This design comes from an exercise in tuning for small area on the open sky130 flow, not from production work. Where RTL was checked, it was by simulation tests only, not by an equivalence proof against the original. No functional check of the RTL was part of runs 1 and 2. Power and IR drop assume default switching activity.

## flow/run.sh

```bash
#!/bin/bash
# synth_recipe.tcl (not shown) runs the flow's synth.tcl, then flattens the netlist and writes it again
# the make line also repeats each setting of config.mk as NAME=value (left out here)
make -C /OpenROAD-flow-scripts/flow DESIGN_CONFIG=/design/flow/config.mk WORK_HOME=/design/flow/orfs CLKGATE_MAP_FILE= SYNTH_SCRIPT=/design/flow/synth_recipe.tcl finish
```

## flow/config.mk

```make
export PLATFORM = sky130hd
export DESIGN_NAME = metronome_display
export DESIGN_NICKNAME = metronome_display
export VERILOG_FILES = /design/flow/design.v
export SDC_FILE = /design/flow/constraint.sdc
export NUM_CORES = 4
export LEC_CHECK = 0
export CAP_MARGIN = 20
export CORE_MARGIN = 2
export CORE_UTILIZATION = 70
export SLEW_MARGIN = 20
```

## flow/constraint.sdc

```tcl
create_clock -name core_clock -period 100.0 [get_ports {clk}]
set_input_delay 20.0000 -clock core_clock [delete_from_list [all_inputs] [get_ports {clk}]]
set_output_delay 20.0000 -clock core_clock [all_outputs]
set_load 0.01 [all_outputs]
```

## flow/design.v

```verilog
module metronome_display(
    input wire clk,
    input wire reset_n,
    input wire key_inc_n,
    input wire key_dec_n,
    input wire key_mode_n,
    input wire key_opt_n,
    output reg beep_n,
    output wire [3:0] led_n,
    output wire [3:0] dig,
    output reg [7:0] seg
);
    localparam [25:0] S_RST  = 26'h2363CF7;
    localparam [25:0] S_LOAD = 26'h2363C7F;
    localparam [23:0] FIC_F    = 24'hf5c025;   
    localparam [19:0] MT_START = 20'hd4cd1;    
    localparam [19:0] MT_END   = 20'hfffff;
    localparam [12:0] BZ_N     = 13'h020b;     
    localparam [12:0] BZ_A     = 13'h022b;     
    localparam [12:0] BZ_END   = 13'h0357;
    reg [1:0]  bh;               
    reg [3:0]  bt;               
    reg [3:0]  bo;               
    reg        running;
    reg [1:0]  mode;
    reg [1:0]  ts;
    reg        acc_en;
    reg        vis;
    reg        show_mode;
    reg [19:0] mt;               
    reg        fresh;            
    reg [19:0] tc;               
    reg [25:0] s;                
    reg        d_nz, d_neg, d_5;  
    reg [2:0]  beat_count;
    reg [1:0]  beat_pos;
    reg [12:0] bz;               
    reg        bact;
    reg [4:0]  ki, kd;           
    reg [3:0]  mz, oz;           
    reg [3:0]  md, od;           
    reg [23:0] fic;              
    reg        fast;             
    reg [9:0]  rc;
    reg [1:0]  ds;
    integer i;
    wire inc_h = |ki & ~fresh;
    wire dec_h = |kd & ~fresh;
    wire any_h = inc_h | dec_h;
    wire mode_edge = (md == 4'd1);
    wire opt_edge  = (od == 4'd1);
    reg [4:0] ki_m1, kd_m1;
    reg [3:0] mz_p1, oz_p1, md_m1, od_m1;
    reg c0, c1, c2, c3, c4, c5;
    always @(*) begin
        c0 = 1'b1; c1 = 1'b1;
        for (i = 0; i < 5; i = i + 1) begin
            ki_m1[i] = ki[i] ^ c0; c0 = c0 & ~ki[i];
            kd_m1[i] = kd[i] ^ c1; c1 = c1 & ~kd[i];
        end
        c2 = 1'b1; c3 = 1'b1; c4 = 1'b1; c5 = 1'b1;
        for (i = 0; i < 4; i = i + 1) begin
            mz_p1[i] = mz[i] ^ c2; c2 = c2 & mz[i];
            oz_p1[i] = oz[i] ^ c3; c3 = c3 & oz[i];
            md_m1[i] = md[i] ^ c4; c4 = c4 & ~md[i];
            od_m1[i] = od[i] ^ c5; c5 = c5 & ~od[i];
        end
    end
    wire fic_low0 = ~|fic[22:0];
    wire fic_zero = fic_low0 & ~fic[23];
    wire fic_fb   = fic[23] ^ fic[22] ^ fic[21] ^ fic[16] ^ fic_low0;
    wire tcl0   = ~|tc[16:0];
    wire step   = fic_zero | (fast & tcl0);
    wire at_max = bh[1] & bh[0];
    wire at_min = (bh == 2'd0) & (bt == 4'd3) & (bo == 4'd0);
    wire o_ge5  = bo[3] | (bo[2] & (bo[1] | bo[0]));
    wire lt295  = ~((bh == 2'd2) & (bt == 4'd9) & o_ge5);
    wire gt35   = ~((bh == 2'd0) & (bt == 4'd3) & ~(bo[3] | (bo[2] & bo[1])));
    wire dec_ok = dec_h & ~at_min & step;
    wire inc_ok = inc_h & ~at_max & step;
    wire big    = fast & (dec_ok ? gt35 : lt295);
    reg [3:0] bo_n, bt_n;
    reg [1:0] bh_n;
    reg oc, tc_c;    
    always @(*) begin
        bo_n = bo; bt_n = bt; bh_n = bh; oc = 1'b0; tc_c = 1'b0;
        if (big) begin
            bo_n = o_ge5 ? bo - 4'd5 : bo + 4'd5;
            oc = dec_ok ? ~o_ge5 : o_ge5;
        end else if (dec_ok) begin
            bo_n = (bo == 4'd0) ? 4'd9 : bo - 4'd1;
            oc = (bo == 4'd0);
        end else begin
            bo_n = (bo == 4'd9) ? 4'd0 : bo + 4'd1;
            oc = (bo == 4'd9);
        end
        if (dec_ok) begin
            if (oc) begin
                bt_n = (bt == 4'd0) ? 4'd9 : bt - 4'd1;
                tc_c = (bt == 4'd0);
            end
            if (tc_c) bh_n = bh - 2'd1;
        end else begin
            if (oc) begin
                bt_n = (bt == 4'd9) ? 4'd0 : bt + 4'd1;
                tc_c = (bt == 4'd9);
            end
            if (tc_c) bh_n = bh + 2'd1;
        end
        if (!(dec_ok | inc_ok)) begin
            bo_n = bo; bt_n = bt; bh_n = bh;
        end
    end
    wire restart = opt_edge & (mode == 2'd0) & ~running;
    wire beat    = running & ~s[25] & ~fresh;
    wire load    = restart | beat;
    reg [19:0] u;         
    reg ct;
    always @(*) begin
        ct = 1'b1;
        for (i = 0; i < 20; i = i + 1) begin
            u[i] = tc[i] ^ ct; ct = ct & tc[i];
        end
    end
    wire nzg   = d_nz & ~load;
    wire d5g   = d_5 & ~load;
    wire cneg  = nzg & d_neg;
    wire cneg5 = d5g & d_neg;
    wire cneg1 = nzg & d_neg & ~d5g;
    wire h6 = bh[1] ^ bh[0];
    wire h7 = bh[1] & ~bh[0];
    wire h8 = bh[1] & bh[0];
    wire [25:0] sa = fresh ? S_RST : load ? S_LOAD : s;
    wire [19:0] ra = {20{nzg}} & (u ^ {20{d_neg}});
    wire [19:0] rb = {20{d5g}} & (u ^ {20{d_neg}});
    wire [25:0] s_n;
    wire ca0_s = sa[0] ^ ra[0] ^ cneg;
    wire ca0_c = (sa[0] & ra[0]) | (cneg & (sa[0] ^ ra[0]));
    wire ca1_s = bo[0] ^ ca0_s;
    wire ca1_c = bo[0] & ca0_s;
    assign s_n[0] = ca1_s;
    wire ca2_s = sa[1] ^ ra[1] ^ bo[1];
    wire ca2_c = (sa[1] & ra[1]) | (bo[1] & (sa[1] ^ ra[1]));
    wire ca3_s = bt[0] ^ ca0_c ^ ca1_c;
    wire ca3_c = (bt[0] & ca0_c) | (ca1_c & (bt[0] ^ ca0_c));
    wire ca4_s = ca2_s ^ ca3_s;
    wire ca4_c = ca2_s & ca3_s;
    assign s_n[1] = ca4_s;
    wire ca5_s = sa[2] ^ ra[2] ^ rb[0];
    wire ca5_c = (sa[2] & ra[2]) | (rb[0] & (sa[2] ^ ra[2]));
    wire ca6_s = cneg5 ^ bo[2] ^ bt[1];
    wire ca6_c = (cneg5 & bo[2]) | (bt[1] & (cneg5 ^ bo[2]));
    wire ca7_s = bh[0] ^ ca2_c ^ ca3_c;
    wire ca7_c = (bh[0] & ca2_c) | (ca3_c & (bh[0] ^ ca2_c));
    wire ca8_s = ca4_c ^ ca5_s ^ ca6_s;
    wire ca8_c = (ca4_c & ca5_s) | (ca6_s & (ca4_c ^ ca5_s));
    wire ca9_s = ca7_s ^ ca8_s;
    wire ca9_c = ca7_s & ca8_s;
    assign s_n[2] = ca9_s;
    wire ca10_s = sa[3] ^ ra[3] ^ rb[1];
    wire ca10_c = (sa[3] & ra[3]) | (rb[1] & (sa[3] ^ ra[3]));
    wire ca11_s = bo[3] ^ bt[0] ^ bt[2];
    wire ca11_c = (bo[3] & bt[0]) | (bt[2] & (bo[3] ^ bt[0]));
    wire ca12_s = bh[1] ^ ca5_c ^ ca6_c;
    wire ca12_c = (bh[1] & ca5_c) | (ca6_c & (bh[1] ^ ca5_c));
    wire ca13_s = ca7_c ^ ca8_c ^ ca9_c;
    wire ca13_c = (ca7_c & ca8_c) | (ca9_c & (ca7_c ^ ca8_c));
    wire ca14_s = ca10_s ^ ca11_s ^ ca12_s;
    wire ca14_c = (ca10_s & ca11_s) | (ca12_s & (ca10_s ^ ca11_s));
    wire ca15_s = ca13_s ^ ca14_s;
    wire ca15_c = ca13_s & ca14_s;
    assign s_n[3] = ca15_s;
    wire ca16_s = sa[4] ^ ra[4] ^ rb[2];
    wire ca16_c = (sa[4] & ra[4]) | (rb[2] & (sa[4] ^ ra[4]));
    wire ca17_s = bt[1] ^ bt[3] ^ ca10_c;
    wire ca17_c = (bt[1] & bt[3]) | (ca10_c & (bt[1] ^ bt[3]));
    wire ca18_s = ca11_c ^ ca12_c ^ ca13_c;
    wire ca18_c = (ca11_c & ca12_c) | (ca13_c & (ca11_c ^ ca12_c));
    wire ca19_s = ca14_c ^ ca15_c ^ ca16_s;
    wire ca19_c = (ca14_c & ca15_c) | (ca16_s & (ca14_c ^ ca15_c));
    wire ca20_s = ca17_s ^ ca18_s ^ ca19_s;
    wire ca20_c = (ca17_s & ca18_s) | (ca19_s & (ca17_s ^ ca18_s));
    assign s_n[4] = ca20_s;
    wire ca21_s = sa[5] ^ ra[5] ^ rb[3];
    wire ca21_c = (sa[5] & ra[5]) | (rb[3] & (sa[5] ^ ra[5]));
    wire ca22_s = bh[0] ^ bt[2] ^ ca16_c;
    wire ca22_c = (bh[0] & bt[2]) | (ca16_c & (bh[0] ^ bt[2]));
    wire ca23_s = ca17_c ^ ca18_c ^ ca19_c;
    wire ca23_c = (ca17_c & ca18_c) | (ca19_c & (ca17_c ^ ca18_c));
    wire ca24_s = ca20_c ^ ca21_s ^ ca22_s;
    wire ca24_c = (ca20_c & ca21_s) | (ca22_s & (ca20_c ^ ca21_s));
    wire ca25_s = ca23_s ^ ca24_s;
    wire ca25_c = ca23_s & ca24_s;
    assign s_n[5] = ca25_s;
    wire ca26_s = sa[6] ^ ra[6] ^ rb[4];
    wire ca26_c = (sa[6] & ra[6]) | (rb[4] & (sa[6] ^ ra[6]));
    wire ca27_s = h6 ^ bt[3] ^ ca21_c;
    wire ca27_c = (h6 & bt[3]) | (ca21_c & (h6 ^ bt[3]));
    wire ca28_s = ca22_c ^ ca23_c ^ ca24_c;
    wire ca28_c = (ca22_c & ca23_c) | (ca24_c & (ca22_c ^ ca23_c));
    wire ca29_s = ca25_c ^ ca26_s ^ ca27_s;
    wire ca29_c = (ca25_c & ca26_s) | (ca27_s & (ca25_c ^ ca26_s));
    wire ca30_s = ca28_s ^ ca29_s;
    wire ca30_c = ca28_s & ca29_s;
    assign s_n[6] = ca30_s;
    wire ca31_s = sa[7] ^ ra[7] ^ rb[5];
    wire ca31_c = (sa[7] & ra[7]) | (rb[5] & (sa[7] ^ ra[7]));
    wire ca32_s = h7 ^ ca26_c ^ ca27_c;
    wire ca32_c = (h7 & ca26_c) | (ca27_c & (h7 ^ ca26_c));
    wire ca33_s = ca28_c ^ ca29_c ^ ca30_c;
    wire ca33_c = (ca28_c & ca29_c) | (ca30_c & (ca28_c ^ ca29_c));
    wire ca34_s = ca31_s ^ ca32_s ^ ca33_s;
    wire ca34_c = (ca31_s & ca32_s) | (ca33_s & (ca31_s ^ ca32_s));
    assign s_n[7] = ca34_s;
    wire ca35_s = sa[8] ^ ra[8] ^ rb[6];
    wire ca35_c = (sa[8] & ra[8]) | (rb[6] & (sa[8] ^ ra[8]));
    wire ca36_s = h8 ^ ca31_c ^ ca32_c;
    wire ca36_c = (h8 & ca31_c) | (ca32_c & (h8 ^ ca31_c));
    wire ca37_s = ca33_c ^ ca34_c ^ ca35_s;
    wire ca37_c = (ca33_c & ca34_c) | (ca35_s & (ca33_c ^ ca34_c));
    wire ca38_s = ca36_s ^ ca37_s;
    wire ca38_c = ca36_s & ca37_s;
    assign s_n[8] = ca38_s;
    wire ca39_s = sa[9] ^ ra[9] ^ rb[7];
    wire ca39_c = (sa[9] & ra[9]) | (rb[7] & (sa[9] ^ ra[9]));
    wire ca40_s = ca35_c ^ ca36_c ^ ca37_c;
    wire ca40_c = (ca35_c & ca36_c) | (ca37_c & (ca35_c ^ ca36_c));
    wire ca41_s = ca38_c ^ ca39_s ^ ca40_s;
    wire ca41_c = (ca38_c & ca39_s) | (ca40_s & (ca38_c ^ ca39_s));
    assign s_n[9] = ca41_s;
    wire ca42_s = sa[10] ^ ra[10] ^ rb[8];
    wire ca42_c = (sa[10] & ra[10]) | (rb[8] & (sa[10] ^ ra[10]));
    wire ca43_s = ca39_c ^ ca40_c ^ ca41_c;
    wire ca43_c = (ca39_c & ca40_c) | (ca41_c & (ca39_c ^ ca40_c));
    wire ca44_s = ca42_s ^ ca43_s;
    wire ca44_c = ca42_s & ca43_s;
    assign s_n[10] = ca44_s;
    wire ca45_s = sa[11] ^ ra[11] ^ rb[9];
    wire ca45_c = (sa[11] & ra[11]) | (rb[9] & (sa[11] ^ ra[11]));
    wire ca46_s = ca42_c ^ ca43_c ^ ca44_c;
    wire ca46_c = (ca42_c & ca43_c) | (ca44_c & (ca42_c ^ ca43_c));
    wire ca47_s = ca45_s ^ ca46_s;
    wire ca47_c = ca45_s & ca46_s;
    assign s_n[11] = ca47_s;
    wire ca48_s = sa[12] ^ ra[12] ^ rb[10];
    wire ca48_c = (sa[12] & ra[12]) | (rb[10] & (sa[12] ^ ra[12]));
    wire ca49_s = ca45_c ^ ca46_c ^ ca47_c;
    wire ca49_c = (ca45_c & ca46_c) | (ca47_c & (ca45_c ^ ca46_c));
    wire ca50_s = ca48_s ^ ca49_s;
    wire ca50_c = ca48_s & ca49_s;
    assign s_n[12] = ca50_s;
    wire ca51_s = sa[13] ^ ra[13] ^ rb[11];
    wire ca51_c = (sa[13] & ra[13]) | (rb[11] & (sa[13] ^ ra[13]));
    wire ca52_s = ca48_c ^ ca49_c ^ ca50_c;
    wire ca52_c = (ca48_c & ca49_c) | (ca50_c & (ca48_c ^ ca49_c));
    wire ca53_s = ca51_s ^ ca52_s;
    wire ca53_c = ca51_s & ca52_s;
    assign s_n[13] = ca53_s;
    wire ca54_s = sa[14] ^ ra[14] ^ rb[12];
    wire ca54_c = (sa[14] & ra[14]) | (rb[12] & (sa[14] ^ ra[14]));
    wire ca55_s = ca51_c ^ ca52_c ^ ca53_c;
    wire ca55_c = (ca51_c & ca52_c) | (ca53_c & (ca51_c ^ ca52_c));
    wire ca56_s = ca54_s ^ ca55_s;
    wire ca56_c = ca54_s & ca55_s;
    assign s_n[14] = ca56_s;
    wire ca57_s = sa[15] ^ ra[15] ^ rb[13];
    wire ca57_c = (sa[15] & ra[15]) | (rb[13] & (sa[15] ^ ra[15]));
    wire ca58_s = ca54_c ^ ca55_c ^ ca56_c;
    wire ca58_c = (ca54_c & ca55_c) | (ca56_c & (ca54_c ^ ca55_c));
    wire ca59_s = ca57_s ^ ca58_s;
    wire ca59_c = ca57_s & ca58_s;
    assign s_n[15] = ca59_s;
    wire ca60_s = sa[16] ^ ra[16] ^ rb[14];
    wire ca60_c = (sa[16] & ra[16]) | (rb[14] & (sa[16] ^ ra[16]));
    wire ca61_s = ca57_c ^ ca58_c ^ ca59_c;
    wire ca61_c = (ca57_c & ca58_c) | (ca59_c & (ca57_c ^ ca58_c));
    wire ca62_s = ca60_s ^ ca61_s;
    wire ca62_c = ca60_s & ca61_s;
    assign s_n[16] = ca62_s;
    wire ca63_s = sa[17] ^ ra[17] ^ rb[15];
    wire ca63_c = (sa[17] & ra[17]) | (rb[15] & (sa[17] ^ ra[17]));
    wire ca64_s = ca60_c ^ ca61_c ^ ca62_c;
    wire ca64_c = (ca60_c & ca61_c) | (ca62_c & (ca60_c ^ ca61_c));
    wire ca65_s = ca63_s ^ ca64_s;
    wire ca65_c = ca63_s & ca64_s;
    assign s_n[17] = ca65_s;
    wire ca66_s = sa[18] ^ ra[18] ^ rb[16];
    wire ca66_c = (sa[18] & ra[18]) | (rb[16] & (sa[18] ^ ra[18]));
    wire ca67_s = ca63_c ^ ca64_c ^ ca65_c;
    wire ca67_c = (ca63_c & ca64_c) | (ca65_c & (ca63_c ^ ca64_c));
    wire ca68_s = ca66_s ^ ca67_s;
    wire ca68_c = ca66_s & ca67_s;
    assign s_n[18] = ca68_s;
    wire ca69_s = sa[19] ^ ra[19] ^ rb[17];
    wire ca69_c = (sa[19] & ra[19]) | (rb[17] & (sa[19] ^ ra[19]));
    wire ca70_s = ca66_c ^ ca67_c ^ ca68_c;
    wire ca70_c = (ca66_c & ca67_c) | (ca68_c & (ca66_c ^ ca67_c));
    wire ca71_s = ca69_s ^ ca70_s;
    wire ca71_c = ca69_s & ca70_s;
    assign s_n[19] = ca71_s;
    wire ca72_s = sa[20] ^ rb[18] ^ cneg;
    wire ca72_c = (sa[20] & rb[18]) | (cneg & (sa[20] ^ rb[18]));
    wire ca73_s = ca69_c ^ ca70_c ^ ca71_c;
    wire ca73_c = (ca69_c & ca70_c) | (ca71_c & (ca69_c ^ ca70_c));
    wire ca74_s = ca72_s ^ ca73_s;
    wire ca74_c = ca72_s & ca73_s;
    assign s_n[20] = ca74_s;
    wire ca75_s = sa[21] ^ rb[19] ^ cneg;
    wire ca75_c = (sa[21] & rb[19]) | (cneg & (sa[21] ^ rb[19]));
    wire ca76_s = ca72_c ^ ca73_c ^ ca74_c;
    wire ca76_c = (ca72_c & ca73_c) | (ca74_c & (ca72_c ^ ca73_c));
    wire ca77_s = ca75_s ^ ca76_s;
    wire ca77_c = ca75_s & ca76_s;
    assign s_n[21] = ca77_s;
    wire ca78_s = sa[22] ^ cneg1 ^ ca75_c;
    wire ca78_c = (sa[22] & cneg1) | (ca75_c & (sa[22] ^ cneg1));
    wire ca79_s = ca76_c ^ ca77_c ^ ca78_s;
    wire ca79_c = (ca76_c & ca77_c) | (ca78_s & (ca76_c ^ ca77_c));
    assign s_n[22] = ca79_s;
    wire ca80_s = sa[23] ^ cneg ^ ca78_c;
    wire ca80_c = (sa[23] & cneg) | (ca78_c & (sa[23] ^ cneg));
    wire ca81_s = ca79_c ^ ca80_s;
    wire ca81_c = ca79_c & ca80_s;
    assign s_n[23] = ca81_s;
    wire ca82_s = sa[24] ^ cneg ^ ca80_c;
    wire ca82_c = (sa[24] & cneg) | (ca80_c & (sa[24] ^ cneg));
    wire ca83_s = ca81_c ^ ca82_s;
    wire ca83_c = ca81_c & ca82_s;
    assign s_n[24] = ca83_s;
    wire ca84_s = sa[25] ^ cneg ^ ca82_c;
    wire ca85_s = ca83_c ^ ca84_s;
    assign s_n[25] = ca85_s;
    wire last_beat = (ts == 2'd0) ? (beat_count != 3'd0) :
                     (ts == 2'd1) ? beat_count[1] :
                     (ts == 2'd2) ? (beat_count[1] & beat_count[0]) | beat_count[2] :
                                    (beat_count[2] & beat_count[0]);
    wire [2:0] bc_inc = {beat_count[2] | (beat_count[1] & beat_count[0]),
                         beat_count[1] ^ beat_count[0], ~beat_count[0]};
    wire [19:0] mt_step = {mt[18:0], mt[19] ^ mt[16]};
    wire [12:0] bz_step = {bz[11:0], bz[12] ^ bz[3] ^ bz[2] ^ bz[0]};
    wire rc_low0 = ~|rc[8:0];
    wire rc_zero = rc_low0 & ~rc[9];
    wire [9:0]  rc_step = {rc[8:0], rc[9] ^ rc[6] ^ rc_low0};
    always @(posedge clk or negedge reset_n) begin
        if (!reset_n) begin
            bh <= 2'd1; bt <= 4'd2; bo <= 4'd0;
            running <= 1'b1;
            mode <= 2'd0;
            ts <= 2'b10;
            acc_en <= 1'b1;
            vis <= 1'b0;
            show_mode <= 1'b0;
            fresh <= 1'b1;
            d_nz <= 1'b0; d_neg <= 1'b0; d_5 <= 1'b0;
            beat_count <= 3'd0;
            beat_pos <= 2'd0;
            bact <= 1'b0;
            beep_n <= 1'b1;
            mz <= 4'd0; oz <= 4'd0;
            md <= 4'd0; od <= 4'd0;
            rc <= 10'd0;
            ds <= 2'd0;
        end else begin
            fresh <= 1'b0;
            mz <= key_mode_n ? 4'd0 : (mz == 4'd10) ? mz : mz_p1;
            oz <= key_opt_n  ? 4'd0 : (oz == 4'd10) ? oz : oz_p1;
            md <= (!key_mode_n && mz == 4'd9) ? 4'd11 : (md != 4'd0) ? md_m1 : 4'd0;
            od <= (!key_opt_n  && oz == 4'd9) ? 4'd11 : (od != 4'd0) ? od_m1 : 4'd0;
            if (mode_edge) begin
                mode <= mode + 2'd1;
                show_mode <= 1'b1;
            end
            if (show_mode && mt == MT_END)
                show_mode <= 1'b0;
            if (opt_edge) begin
                case (mode)
                    2'd0: running <= ~running;
                    2'd1: ts <= ts + 2'd1;
                    2'd2: acc_en <= ~acc_en;
                    2'd3: vis <= ~vis;
                endcase
            end
            bh <= bh_n; bt <= bt_n; bo <= bo_n;
            d_nz <= dec_ok | inc_ok;
            d_neg <= dec_ok;
            d_5 <= big & (dec_ok | inc_ok);
            if (restart) begin
                beat_count <= 3'd0;
                beat_pos <= 2'd0;
            end
            if (beat) begin
                beat_pos <= beat_count[1:0];
                beat_count <= last_beat ? 3'd0 : bc_inc;
            end
            if (bact && bz != BZ_END)
                beep_n <= vis;
            else
                beep_n <= 1'b1;
            if (beat)
                bact <= 1'b1;
            else if (bz == BZ_END)
                bact <= 1'b0;
            rc <= rc_step;
            if (rc_zero)
                ds <= ds + 2'd1;
        end
    end
    always @(posedge clk) begin
        ki <= !key_inc_n ? 5'd20 : inc_h ? ki_m1 : 5'd0;
        kd <= !key_dec_n ? 5'd20 : dec_h ? kd_m1 : 5'd0;
        s <= s_n;
        if (load | fresh)
            tc <= {19'd0, fresh};
        else if (running)
            tc <= u;
        fic  <= any_h ? {fic[22:0], fic_fb} : 24'd0;
        fast <= any_h & (fast | (fic == FIC_F));
        mt <= (mode_edge && !show_mode) ? MT_START : mt_step;
        bz <= beat ? ((beat_count == 3'd0 && acc_en) ? BZ_A : BZ_N) : bz_step;
    end
    assign led_n[0] = ~(running && beat_pos == 2'd0);
    assign led_n[1] = ~(running && beat_pos == 2'd1);
    assign led_n[2] = ~(running && beat_pos == 2'd2);
    assign led_n[3] = ~(running && beat_pos == 2'd3);
    assign dig = ~(4'b0001 << ds);
    wire [3:0] d0 = bo;
    wire [3:0] d1 = bt;
    wire [3:0] d2 = {2'b00, bh};
    reg [3:0] cd;
    always @(*) begin
        case (ds)
            2'd0: cd = d0;
            2'd1: cd = d1;
            2'd2: cd = d2;
            default: cd = 4'd0;
        endcase
    end
    function [7:0] dec7;
        input [3:0] v;
        case (v)
            4'd0: dec7 = 8'b11000000;
            4'd1: dec7 = 8'b11111001;
            4'd2: dec7 = 8'b10100100;
            4'd3: dec7 = 8'b10110000;
            4'd4: dec7 = 8'b10011001;
            4'd5: dec7 = 8'b10010010;
            4'd6: dec7 = 8'b10000010;
            4'd7: dec7 = 8'b11111000;
            4'd8: dec7 = 8'b10000000;
            4'd9: dec7 = 8'b10010000;
            default: dec7 = 8'b11111111;
        endcase
    endfunction
    wire [3:0] tsd = (ts == 2'd0) ? 4'd2 : (ts == 2'd1) ? 4'd3 :
                     (ts == 2'd2) ? 4'd4 : 4'd6;
    always @(*) begin
        if (!show_mode)
            seg = dec7(cd);
        else case (mode)
            2'd0: seg = (ds == 2'd3) ? 8'b10001100 : 8'b11111111;
            2'd1: seg = (ds == 2'd3) ? dec7(tsd) : 8'b11111111;
            2'd2: seg = (ds == 2'd3) ? 8'b10001000 : (ds == 2'd2) ? 8'b11111111 :
                        (ds == 2'd1) ? 8'b11000000 : (acc_en ? 8'b11001000 : 8'b10001110);
            default: seg = (ds == 2'd3) ? 8'b11000001 : (ds == 2'd2) ? 8'b11111111 :
                        (ds == 2'd1) ? 8'b11000000 : (vis ? 8'b11001000 : 8'b10001110);
        endcase
    end
endmodule
```

==> results of run 1 <==
## through the flow
step           instances  setup slack, ps  total power [mW]  hold WS [ps]  util, %
6_report            1199            76550             0.366           383     77.6
3_5_place_dp        1168            77040             0.307           368     73.6
3_3_place_gp        1168            77110             0.291           360     73.6
2_1_floorplan        999            77790             0.254           354        -
4_1_cts             1199            76570             0.371           386     77.6
5_1_grt             1199            76260             0.409           399     77.6
## Yosys cell counts (4+ instances only)
cell type,count
inv_1,116
dfxtp_1,113
nand2_1,92
ha_1,84
nor2_1,80
fa_1,64
dfrtp_1,50
and2_1,42
clkbuf_1,33
o21ai_0,31
xnor2_1,29
xor2_1,23
a21oi_1,20
nor2b_1,20
mux2i_1,18
or2_2,18
nand3_1,15
nand4_1,13
and3_1,10
nor3_1,10
nand2b_1,9
or3_1,8
dfstp_2,7
nor4_1,7
nand3b_1,6
a21o_1,5
a22oi_1,5
o211ai_1,5
a211oi_1,4
mux2_2,4
## path summary, 6_finish.rpt
kind	to	startpoint	slack [ps]
max	seg[4]	ds[1]	76550
min	rc[1]	rc[0]	380
max reg2reg	s[25]	running	80140
min reg2reg	rc[1]	rc[0]	380
max in group asynchronous	rc[7]	reset_n	79790
min in group asynchronous	bact	reset_n	19700
## final cells by class
class / count / area, µm²
Multi-Input combinational cell: 674 / 5510
Sequential cell: 171 / 3730
Fill cell: 900 / 3090
Clock buffer: 21 / 462
Inverter: 117 / 439
Timing Repair Buffer: 26 / 243
Tap cell: 180 / 225
Clock inverter: 10 / 81.3
## report_power, final
part | internal [mW] | switching, mW | total, mW
Combinational | 0.0857 | 0.104 | 0.189
Clock | 0.0336 | 0.0277 | 0.0613
Sequential | 0.0933 | 0.0219 | 0.115
## cell usage in the layout, fill, tap and decap left out, drive strengths merged, types with 21 or more instances in the layout
master	count
and2	42
o21ai	32
inv	122
dfrtp	50
nor2	80
nand2	92
xnor2	29
ha	84
clkbuf	21
dfxtp	113
xor2	23
fa	64
## worst max-delay path, cell delays in order, from the launching register on
cell and delay [ps]:
dfrtp_1 430, inv_1 130, ha_1 290, a222oi_1 630
nor2_1 160, ha_1 240, nand2_1 60, nand2_1 60
a221o_1 290, o21ai_0 160, clkdlybuf4s50_1 560
## state kept, by name, summed over array words and instances (netlist names), 3 cells and up
register and cells:
tc 20, mz 4, ki 5, mt 20, oz 4, kd 5
od 4, bt 4, md 4, fic 24, s 26, rc 10
bo 4, bz 13, beat_count 3
## logic make-up (layout without fill, tap and decap cells)
| logic type | count (synthesis) | count (layout) | share of synthesized area, % |
|---|---|---|---|
| AND/OR/NAND/NOR | 343 | 343 | 17.7 |
| flip-flops | 171 | 171 | 37.9 |
| buffers and inverters | 154 | 174 | 6.07 |
| adder cells (fa/ha/maj) | 148 | 148 | 23.7 |
| AO/OA/AOI/OAI | 107 | 107 | 7.56 |
| XOR/XNOR | 52 | 52 | 4.63 |
| multiplexers | 22 | 22 | 2.29 |
| other | 2 | 2 | 0.0764 |
## routing by layer
layer  vias to the layer above  track usage (%)  share of wire, %
met3                        42             5.20               3.2
met1                      3361             34.8                43
met5                         -                0                 0
met2                       125             48.7                51
li1                       3268                -                 -
met4                         0             11.7               2.5
==> reports/summary.txt, run 1 <==
Worst-Margin Slew -> 868 ps
largest net degree at the start of global routing -> 58
initial antenna violation count -> 0
full die area -> 15000 µm²
Seq cells post-synth -> 171
post-route ant nets -> 0
Post-synth EDFFs -> 1
CTS tree -> yes
result of the run -> complete, no violations
Final Max Tran Viols -> 0
Warnings, synthesis -> 1
leakage power figure -> 4.89 nW
Core Box Area -> 13800 µm²
RSZ-0062 raised after global routing -> false
IO Pins -> 23
Slew Limit Headroom -> 42.1%
Final GP Congestion -> 0.893
power density over cell area -> 34.2 nW/µm²
post-synth top area share -> 23.0%
post-synth cell types -> 62
Most used DFF post-synth -> dfxtp_1
Buffers on Ports -> 21
htree depth -> 4
Antenna Cells -> 0
setup TNS -> 0 ps
CTS Buffer Depth -> 2
clk slew on worst S/H paths -> 60 ps
Final Skew -> 9.44 ps
CTS resizes -> 0
root buf cell -> clkbuf_16
CTS Hold Bufs -> 0
DR DRC count -> 0
Critical Path RT -> 80000 ps
Total GRT Usage -> 28.2%
via count -> 6796
mapped cell area -> 9830 µm²
Final Hold Fails -> 0
clock latency (worst-skew pair) -> 430 ps
Worst Path Arrival -> 3450 ps
ranking of synthesized cells by area -> dfxtp_1 23%, fa_1 13%, dfrtp_1 13%, ha_1 11%, inv_1 4.4%
row count -> 43
Syn Inst Count -> 999
WHS Path Cells -> 0
area leader, netlist -> dfxtp_1
Cell Area, Placed -> 10100 µm²
Initial Utilization -> 71.4%
DR vias/cell -> 5.67
Fmax -> 0.0426 GHz
gr ovfl total -> 0
max-cap violation count -> 0
final worst-path cycle share -> 23.4%
Num CTS Buffers -> 17
Die Y -> 123 µm
kind of end point of the critical path -> output port
design area -> 10700 µm²
cells on worst reg2reg path -> 93
hpwl dp -> 14000 µm
sequential-to-total area share from yosys stat -> 37.9%
CTS sink cnt -> 171
net count after synthesis -> 1153
fraction of layout cells with a size suffix above 1 -> 7.16%
worst hold path class -> reg2reg
final setup fails -> 0
type of origin of the critical path -> register
vias in the first global route -> 7057
Post-CTS Setup Bufs -> 0
wire length per cell -> 16.3 µm
Layout area overhead -> 8.71%
# nets final -> 1161
total wire length -> 19500 µm
FFs w/ async S/R, synth -> 33.3%
peak supply drop -> 0.0235 mV
worst-path fanout max -> 7
Setup Crit Path Kind -> reg2out
violation count after the first detailed-route iteration -> 420
Post-Syn Area per Cell -> 9.84 µm²
Die X -> 123 µm
Final min period -> 23450 ps
first-pass GRT wire length -> 32800 µm
first drt pass iteration count -> 4
==> run 2: changes to the inputs <==
--- a/flow/config.mk
+++ b/flow/config.mk
@@ -8,4 +8,6 @@
 export CAP_MARGIN = 20
 export CORE_MARGIN = 2
 export CORE_UTILIZATION = 70
+export CTS_BUF_LIST = sky130_fd_sc_hd__clkbuf_8
+export CTS_CLUSTER_SIZE = 50
 export SLEW_MARGIN = 20
==> run 2 against run 1 <==
Still clean on timing, DRC and antenna. Via count hardly changed. Sequential share of layout area is 0.62 points higher. Utilization is 1.4 points lower. Sequential power hardly changed. Maximum frequency hardly changed. First-iteration DRC count is 5.2% higher. Power is 4.3% lower. Critical endpoint unchanged.
==> reports/summary.txt, run 2 <==
result of the run -> complete, no violations
RSZ-0062 raised after global routing -> false
gr ovfl total -> 0
Post-Syn Area per Cell -> 9.84 µm²
CTS Hold Bufs -> 0
Post-CTS Setup Bufs -> 0
power density over cell area -> 33.3 nW/µm²
most frequent cells in the layout -> 119 x inv_1, 113 x dfxtp_1, 92 x nand2_1, 84 x ha_1, 80 x nor2_1
top flop regs -> s (26), fic (24)
RR Endpoint -> s[25]
Final Max Tran Viols -> 0
Fmax -> 0.0426 GHz
Final Skew -> 12.3 ps
Die Y -> 123 µm
type of origin of the critical path -> register
cells on worst reg2reg path -> 93
Buffers on Ports -> 21
final setup fails -> 0
kind of end point of the critical path -> output port
Num CTS Buffers -> 17
via count -> 6790
worst hold path class -> reg2reg
# nets final -> 1161
total wire length -> 19100 µm
CTS resizes -> 0
largest net degree at the start of global routing -> 58
Layout area overhead -> 6.81%
post-route ant nets -> 0
IO Pins -> 23
Die X -> 123 µm
worst reg2reg setup slack -> 80200 ps
Final Hold Fails -> 0
peak supply drop -> 0.0212 mV
Worst-Margin Slew -> 830 ps
design area -> 10500 µm²
fraction of layout cells with a size suffix above 1 -> 7.16%
DR DRC count -> 0
count leader, synth -> inv_1
hold path startpoint -> rc[0]
CTS sink cnt -> 171
full die area -> 15000 µm²
Final GP Congestion -> 0.893
post-synth cell types -> 62
wire length per cell -> 15.9 µm
initial antenna violation count -> 0
clock latency (worst-skew pair) -> 460 ps
Worst R2R Start -> running
Slew Limit Headroom -> 44.7%
leakage power figure -> 4.81 nW
max-cap violation count -> 0
net count after synthesis -> 1153
max FFs per register -> 26
first-pass GRT wire length -> 32500 µm
most common cell after layout, fill and taps aside -> inv_1
first drt pass iteration count -> 5
post-synth top area share -> 23.0%
CTS tree -> yes
Initial Utilization -> 71.4%
Antenna Cells -> 0
vias in the first global route -> 7109
Post-synth EDFFs -> 1
htree depth -> 4
mapped cell area -> 9830 µm²
WHS Path Cells -> 0
Cell Area, Placed -> 10100 µm²
Total GRT Usage -> 27.8%
ranking of synthesized cells by area -> dfxtp_1 23%, fa_1 13%, dfrtp_1 13%, ha_1 11%, inv_1 4.4%
Seq cells post-synth -> 171
CP Launch Point -> ds[1]
Synth top cells by count -> 116 x inv_1, 113 x dfxtp_1, 92 x nand2_1
Warnings, synthesis -> 1
area leader, netlist -> dfxtp_1
Setup Crit Path Kind -> reg2out
CTS Buffer Depth -> 2
violation count after the first detailed-route iteration -> 442
FFs w/ async S/R, synth -> 33.3%
row count -> 43
Largest Register -> s
final worst-path cycle share -> 23.5%
Worst Path Arrival -> 3450 ps
DR vias/cell -> 5.66
Worst Hold End -> rc[1]
Critical Path RT -> 80000 ps
Syn Inst Count -> 999
clk slew on worst S/H paths -> 90 ps
Core Box Area -> 13800 µm²
setup TNS -> 0 ps
hpwl dp -> 14000 µm
root buf cell -> clkbuf_8
Most used DFF post-synth -> dfxtp_1
Final min period -> 23450 ps
sequential-to-total area share from yosys stat -> 37.9%
worst-path fanout max -> 7
## run 2: per-stage QoR
step | cells | worst slack [ps] | power, mW | hold WS, ps | util, %
finish | 1199 | 76550 | 0.350 | 389 | 76.2
global route | 1199 | 76200 | 0.393 | 405 | 76.2
detailed placement | 1168 | 77040 | 0.307 | 368 | 73.6
CTS | 1199 | 76530 | 0.354 | 391 | 76.2
global placement | 1168 | 77110 | 0.291 | 360 | 73.6
floorplan | 999 | 77790 | 0.254 | 354 | -
## run 2: kinds of logic after synthesis
logic type	share of synthesized area (%)
mux	2.29
buf+inv	6.07
compound gates	7.56
other cells	0.0764
flops	37.9
simple gates	17.7
xor+xnor	4.63
fa+ha+maj	23.7
## run 2: area by class of cell
cell class,instances,area (µm²)
timing repair buffer,26,243
clock buffer,17,234
tap,180,225
multi-input combinational,674,5510
clock inverter,14,123
inverter,117,439
fill,928,3270
sequential,171,3730
## run 2: per-layer routing
layer  routed length (µm)  part of all wire (%)  track usage (%)  up-vias
met5                    0                     0                0        -
met4                  427                   2.2             10.9        0
met3                  631                   3.3             5.62       34
met2                 9840                    51             48.0      138
met1                 8220                    43             34.2     3348
li1                     -                     -                -     3270
## run 2: worst max path at each step
stage,to,slack [ps]
4_1_cts,seg[4],76530
3_3_place_gp,seg[4],77110
5_1_grt,seg[4],76200
2_1_floorplan,seg[4],77790
6_report,seg[4],76550
3_5_place_dp,seg[4],77040
## run 2: worst max-delay path, cell delays in order, from the launching register on
cell	delay (ps)
dfrtp_1	430
inv_1	130
ha_1	290
a222oi_1	620
nor2_1	160
ha_1	240
nand2_1	60
nand2_1	50
a221o_1	290
o21ai_0	170
clkdlybuf4s50_1	570
## run 2: report_power, final
group | internal [mW] | switching (mW)
registers | 0.0932 | 0.0216
logic | 0.0859 | 0.104
clock network | 0.0197 | 0.0256
==> run 3: changes to the inputs <==
--- a/flow/design.v
+++ b/flow/design.v
@@ -28,8 +28,7 @@
     reg        vis;
     reg        show_mode;
     reg [19:0] mt;               
-    reg        fresh;            
-    reg [19:0] tc;               
+    reg [19:0] tc;
     reg [25:0] s;                
     reg        d_nz, d_neg, d_5;  
     reg [2:0]  beat_count;
@@ -44,8 +43,8 @@
     reg [9:0]  rc;
     reg [1:0]  ds;
     integer i;
-    wire inc_h = |ki & ~fresh;
-    wire dec_h = |kd & ~fresh;
+    wire inc_h = |ki;
+    wire dec_h = |kd;
     wire any_h = inc_h | dec_h;
     wire mode_edge = (md == 4'd1);
     wire opt_edge  = (od == 4'd1);
@@ -112,7 +111,7 @@
         end
     end
     wire restart = opt_edge & (mode == 2'd0) & ~running;
-    wire beat    = running & ~s[25] & ~fresh;
+    wire beat    = running & ~s[25];
     wire load    = restart | beat;
     reg [19:0] u;         
     reg ct;
@@ -130,7 +129,7 @@
     wire h6 = bh[1] ^ bh[0];
     wire h7 = bh[1] & ~bh[0];
     wire h8 = bh[1] & bh[0];
-    wire [25:0] sa = fresh ? S_RST : load ? S_LOAD : s;
+    wire [25:0] sa = load ? S_LOAD : s;
     wire [19:0] ra = {20{nzg}} & (u ^ {20{d_neg}});
     wire [19:0] rb = {20{d5g}} & (u ^ {20{d_neg}});
     wire [25:0] s_n;
@@ -350,18 +349,21 @@
             acc_en <= 1'b1;
             vis <= 1'b0;
             show_mode <= 1'b0;
-            fresh <= 1'b1;
+            tc <= 20'd0;
+            s <= S_RST;
             d_nz <= 1'b0; d_neg <= 1'b0; d_5 <= 1'b0;
             beat_count <= 3'd0;
             beat_pos <= 2'd0;
             bact <= 1'b0;
             beep_n <= 1'b1;
+            ki <= 5'd0; kd <= 5'd0;
             mz <= 4'd0; oz <= 4'd0;
             md <= 4'd0; od <= 4'd0;
             rc <= 10'd0;
             ds <= 2'd0;
         end else begin
-            fresh <= 1'b0;
+            ki <= !key_inc_n ? 5'd20 : inc_h ? ki_m1 : 5'd0;
+            kd <= !key_dec_n ? 5'd20 : dec_h ? kd_m1 : 5'd0;
             mz <= key_mode_n ? 4'd0 : (mz == 4'd10) ? mz : mz_p1;
             oz <= key_opt_n  ? 4'd0 : (oz == 4'd10) ? oz : oz_p1;
             md <= (!key_mode_n && mz == 4'd9) ? 4'd11 : (md != 4'd0) ? md_m1 : 4'd0;
@@ -384,6 +386,11 @@
             d_nz <= dec_ok | inc_ok;
             d_neg <= dec_ok;
             d_5 <= big & (dec_ok | inc_ok);
+            s <= s_n;
+            if (load)
+                tc <= 20'd0;
+            else if (running)
+                tc <= u;
             if (restart) begin
                 beat_count <= 3'd0;
                 beat_pos <= 2'd0;
@@ -406,13 +413,6 @@
         end
     end
     always @(posedge clk) begin
-        ki <= !key_inc_n ? 5'd20 : inc_h ? ki_m1 : 5'd0;
-        kd <= !key_dec_n ? 5'd20 : dec_h ? kd_m1 : 5'd0;
-        s <= s_n;
-        if (load | fresh)
-            tc <= {19'd0, fresh};
-        else if (running)
-            tc <= u;
         fic  <= any_h ? {fic[22:0], fic_fb} : 24'd0;
         fast <= any_h & (fast | (fic == FIC_F));
         mt <= (mode_edge && !show_mode) ? MT_START : mt_step;
--- a/flow/config.mk
+++ b/flow/config.mk
@@ -7,7 +7,5 @@
 export LEC_CHECK = 0
 export CAP_MARGIN = 20
 export CORE_MARGIN = 2
-export CORE_UTILIZATION = 70
-export CTS_BUF_LIST = sky130_fd_sc_hd__clkbuf_8
-export CTS_CLUSTER_SIZE = 50
+export CORE_UTILIZATION = 40
 export SLEW_MARGIN = 20
==> run 3 against run 2 <==
Still clean on timing, DRC and antenna. Clock power is 45% higher. First-iteration DRC count down 29%. Combinational power fell by 69%. Largest cell class unchanged.
==> reports/summary.txt, run 3 <==
Final Hold Fails -> 0
type of origin of the critical path -> register
worst-path fanout max -> 7
hpwl dp -> 13200 µm
critical path's top delay family -> compound AO/OA/AOI/OAI gates
met1 usage -> 21.8%
Buffers on Ports -> 21
FFs w/ async S/R, synth -> 65.9%
M3 GR Usage -> 2.83%
max-cap violation count -> 0
Core Box Area -> 24400 µm²
fin worst setup slack -> 76620 ps
row count -> 57
CTS resizes -> 0
DR DRC count -> 0
most common cell after layout, fill and taps aside -> inv_1
worst path cell trace -> inv_1, ha_1, a22oi_1, nor2_1, o21ai_0, nand2b_1, a311oi_1, a21oi_1, clkdlybuf4s50_1
clk slew on worst S/H paths -> 80 ps
Fmax -> 0.0428 GHz
power density over cell area -> 19.8 nW/µm²
crit-path max cell delay -> 600 ps
post-synth cell types -> 64
RSZ-0062 raised after global routing -> false
CTS tree -> yes
Synth top cells by count -> 120 x inv_1, 90 x dfrtp_1, 84 x ha_1
Setup Crit Path Kind -> reg2out
via count -> 6363
DR vias/cell -> 4.84
Seq cells post-synth -> 170
Setup WS pre-CTS -> 77110 ps
GRT Max-Usage Layer -> met2
Initial Utilization -> 40.8%
gr ovfl total -> 0
WHS Path Cells -> 0
wire length per cell -> 14.0 µm
post-route ant nets -> 0
Post-synth EDFFs -> 0
result of the run -> complete, no violations
final setup fails -> 0
CTS Buffer Depth -> 2
mapped cell area -> 9960 µm²
Largest Register -> s
Design Power -> 0.219 mW
Worst Path Arrival -> 3380 ps
Critical Path RT -> 80000 ps
Syn Inst Count -> 967
vias in the first global route -> 6570
fill cell count -> 2339
count leader, synth -> inv_1
most frequent cells in the layout -> 120 x inv_1, 90 x dfrtp_1, 84 x ha_1, 72 x nand2_1, 64 x fa_1
worst hold path class -> reg2reg
largest net degree at the start of global routing -> 58
slowest stage cell, crit path -> a22oi_1
setup TNS -> 0 ps
clock latency (worst-skew pair) -> 430 ps
Die X -> 162 µm
sequential-to-total area share from yosys stat -> 40.1%
Post-CTS Setup Bufs -> 0
net count after synthesis -> 1121
max FFs per register -> 26
fraction of layout cells with a size suffix above 1 -> 9.49%
final worst-path cycle share -> 23.4%
top flop regs -> s (26), fic (24)
Final min period -> 23380 ps
Num CTS Buffers -> 17
peak supply drop -> 0.0135 mV
Final Skew -> 18.2 ps
leakage power figure -> 5.06 nW
Most used DFF post-synth -> dfrtp_1
violation count after the first detailed-route iteration -> 315
CTS Hold Bufs -> 0
htree depth -> 4
first-pass GRT wire length -> 32400 µm
Total GRT Usage -> 15.3%
Post-Syn Area per Cell -> 10.3 µm²
Warnings, synthesis -> 1
kind of end point of the critical path -> output port
Antenna Cells -> 0
met2 Use GR -> 24.1%
Die Y -> 162 µm
root buf cell -> clkbuf_16
total wire length -> 18500 µm
cells on worst reg2reg path -> 94
Final Max Tran Viols -> 0
CTS sink cnt -> 170
area leader, netlist -> dfrtp_1
first drt pass iteration count -> 6
ranking of synthesized cells by area -> dfrtp_1 23%, fa_1 13%, dfxtp_1 12%, ha_1 11%, dfstp_2 5.8%
Final GP Congestion -> 0.841
worst path buffer plus inverter count -> 2
Slew Limit Headroom -> 49.7%
post-synth top area share -> 22.6%
Layout area overhead -> 11.1%
Crit path depth -> 9
initial antenna violation count -> 0
IO Pins -> 23
full die area -> 26200 µm²
Worst-Margin Slew -> 755 ps
# nets final -> 1132
==> run 3: changes by cell type in the layout (fill, tap and decap cells not counted), sizes merged, moves of 5 or more <==
cell   change
and3       +5
nand2     -20
dfstp     +15
nor2b      -5
a22o      +18
mux2i     -11
dfrtp     +40
dfxtp     -55
o21ai      +8
nor2      -17
or3        -7
==> run 3: worst paths after layout <==
| path | slack (ps) | startpoint | end |
|---|---|---|---|
| worst min register to register | 380 | rc[7] | rc[8] |
| worst max register to register | 80560 | mode[0] | s[25] |
| worst max-delay path | 76620 | ds[1] | seg[5] |
| min in group asynchronous | 19650 | reset_n | s[14] |
| worst min-delay path | 380 | rc[7] | rc[8] |
| max in group asynchronous | 79110 | reset_n | oz[2] |
==> run 3: per-layer routing <==
metal / vias to the layer above / part of all wire [%]
li1: 3190 / -
met1: 3103 / 50
met2: 56 / 47
met3: 14 / 2.2
met4: 0 / 0.93
met5: - / 0
==> run 3: cells by family (layout without fill, tap and decap cells) <==
group	after synthesis	after routing	synth area share, %
other	1	1	0.0377
and+or+nand+nor	301	301	15.8
buffers and inverters	156	180	6.02
muxes	12	12	1.39
AOI/OAI and AO/OA	128	128	8.76
DFF	170	170	40.1
adders and majority gates	148	148	23.4
xor gates and xnor gates	51	51	4.49
==> run 3: metrics by stage <==
stage               hold slack (ps)  instance area [µm²]  std cells  utilization [%]
CTS                             379                11100       1315             45.3
floorplan                       354                 9960        967                -
global route                    393                11100       1315             45.3
finish                          376                11100       1315             45.3
global placement                360                10500       1283             42.9
detailed placement              367                10500       1283             42.9
==> run 3: where the power goes <==
| group | internal [mW] | switching [mW] | total [mW] |
|---|---|---|---|
| Combinational | 0.0278 | 0.0303 | 0.0580 |
| Sequential | 0.0845 | 0.0109 | 0.0953 |
| Clock | 0.0353 | 0.0303 | 0.0656 |
| Total | 0.148 | 0.0714 | 0.219 |
==> run 3: final cells by class <==
cell class | instances | area (µm²) | share of cell area (%)
sequential | 170 | 3990 | 36.1
multi-input combinational | 641 | 5370 | 48.5
clock inverter | 15 | 156 | 1.41
clock buffer | 17 | 425 | 3.85
timing repair buffer | 27 | 253 | 2.29
inverter | 121 | 459 | 4.15
tap | 324 | 405 | 3.67

[port drivers added, routing unchanged]
Ports are ideal in the flow. The routed layouts listed here were re-timed in OpenROAD.
Step 1 (the two cells are an assumption about what drives the block):
set clk [get_ports {clk}]
set_driving_cell -lib_cell sky130_fd_sc_hd__clkbuf_16 $clk
set_driving_cell -lib_cell sky130_fd_sc_hd__buf_2 [delete_from_list [all_inputs] $clk]
Step 2 also shifts input and output timing later by t, the mid clock arrival at the registers, as if the neighbouring blocks saw the same clock.
Three values: ideal ports, drivers, drivers and shift; two values: the first two.
run | t, ns | setup WS [ns] | clock arrival spread, ns | slew at the worst register clock pin (ns)
run 1 | 0.472 | 76.550 / 76.504 / 76.976 | 0.010 / 0.010 | 0.07 / 0.07
run 2 | 0.492 | 76.550 / 76.510 / 77.002 | 0.013 / 0.012 | 0.10 / 0.10
run 3 | 0.470 | 76.622 / 76.573 / 77.043 | 0.019 / 0.019 | 0.08 / 0.08
After both steps setup and hold are still met in every run listed.
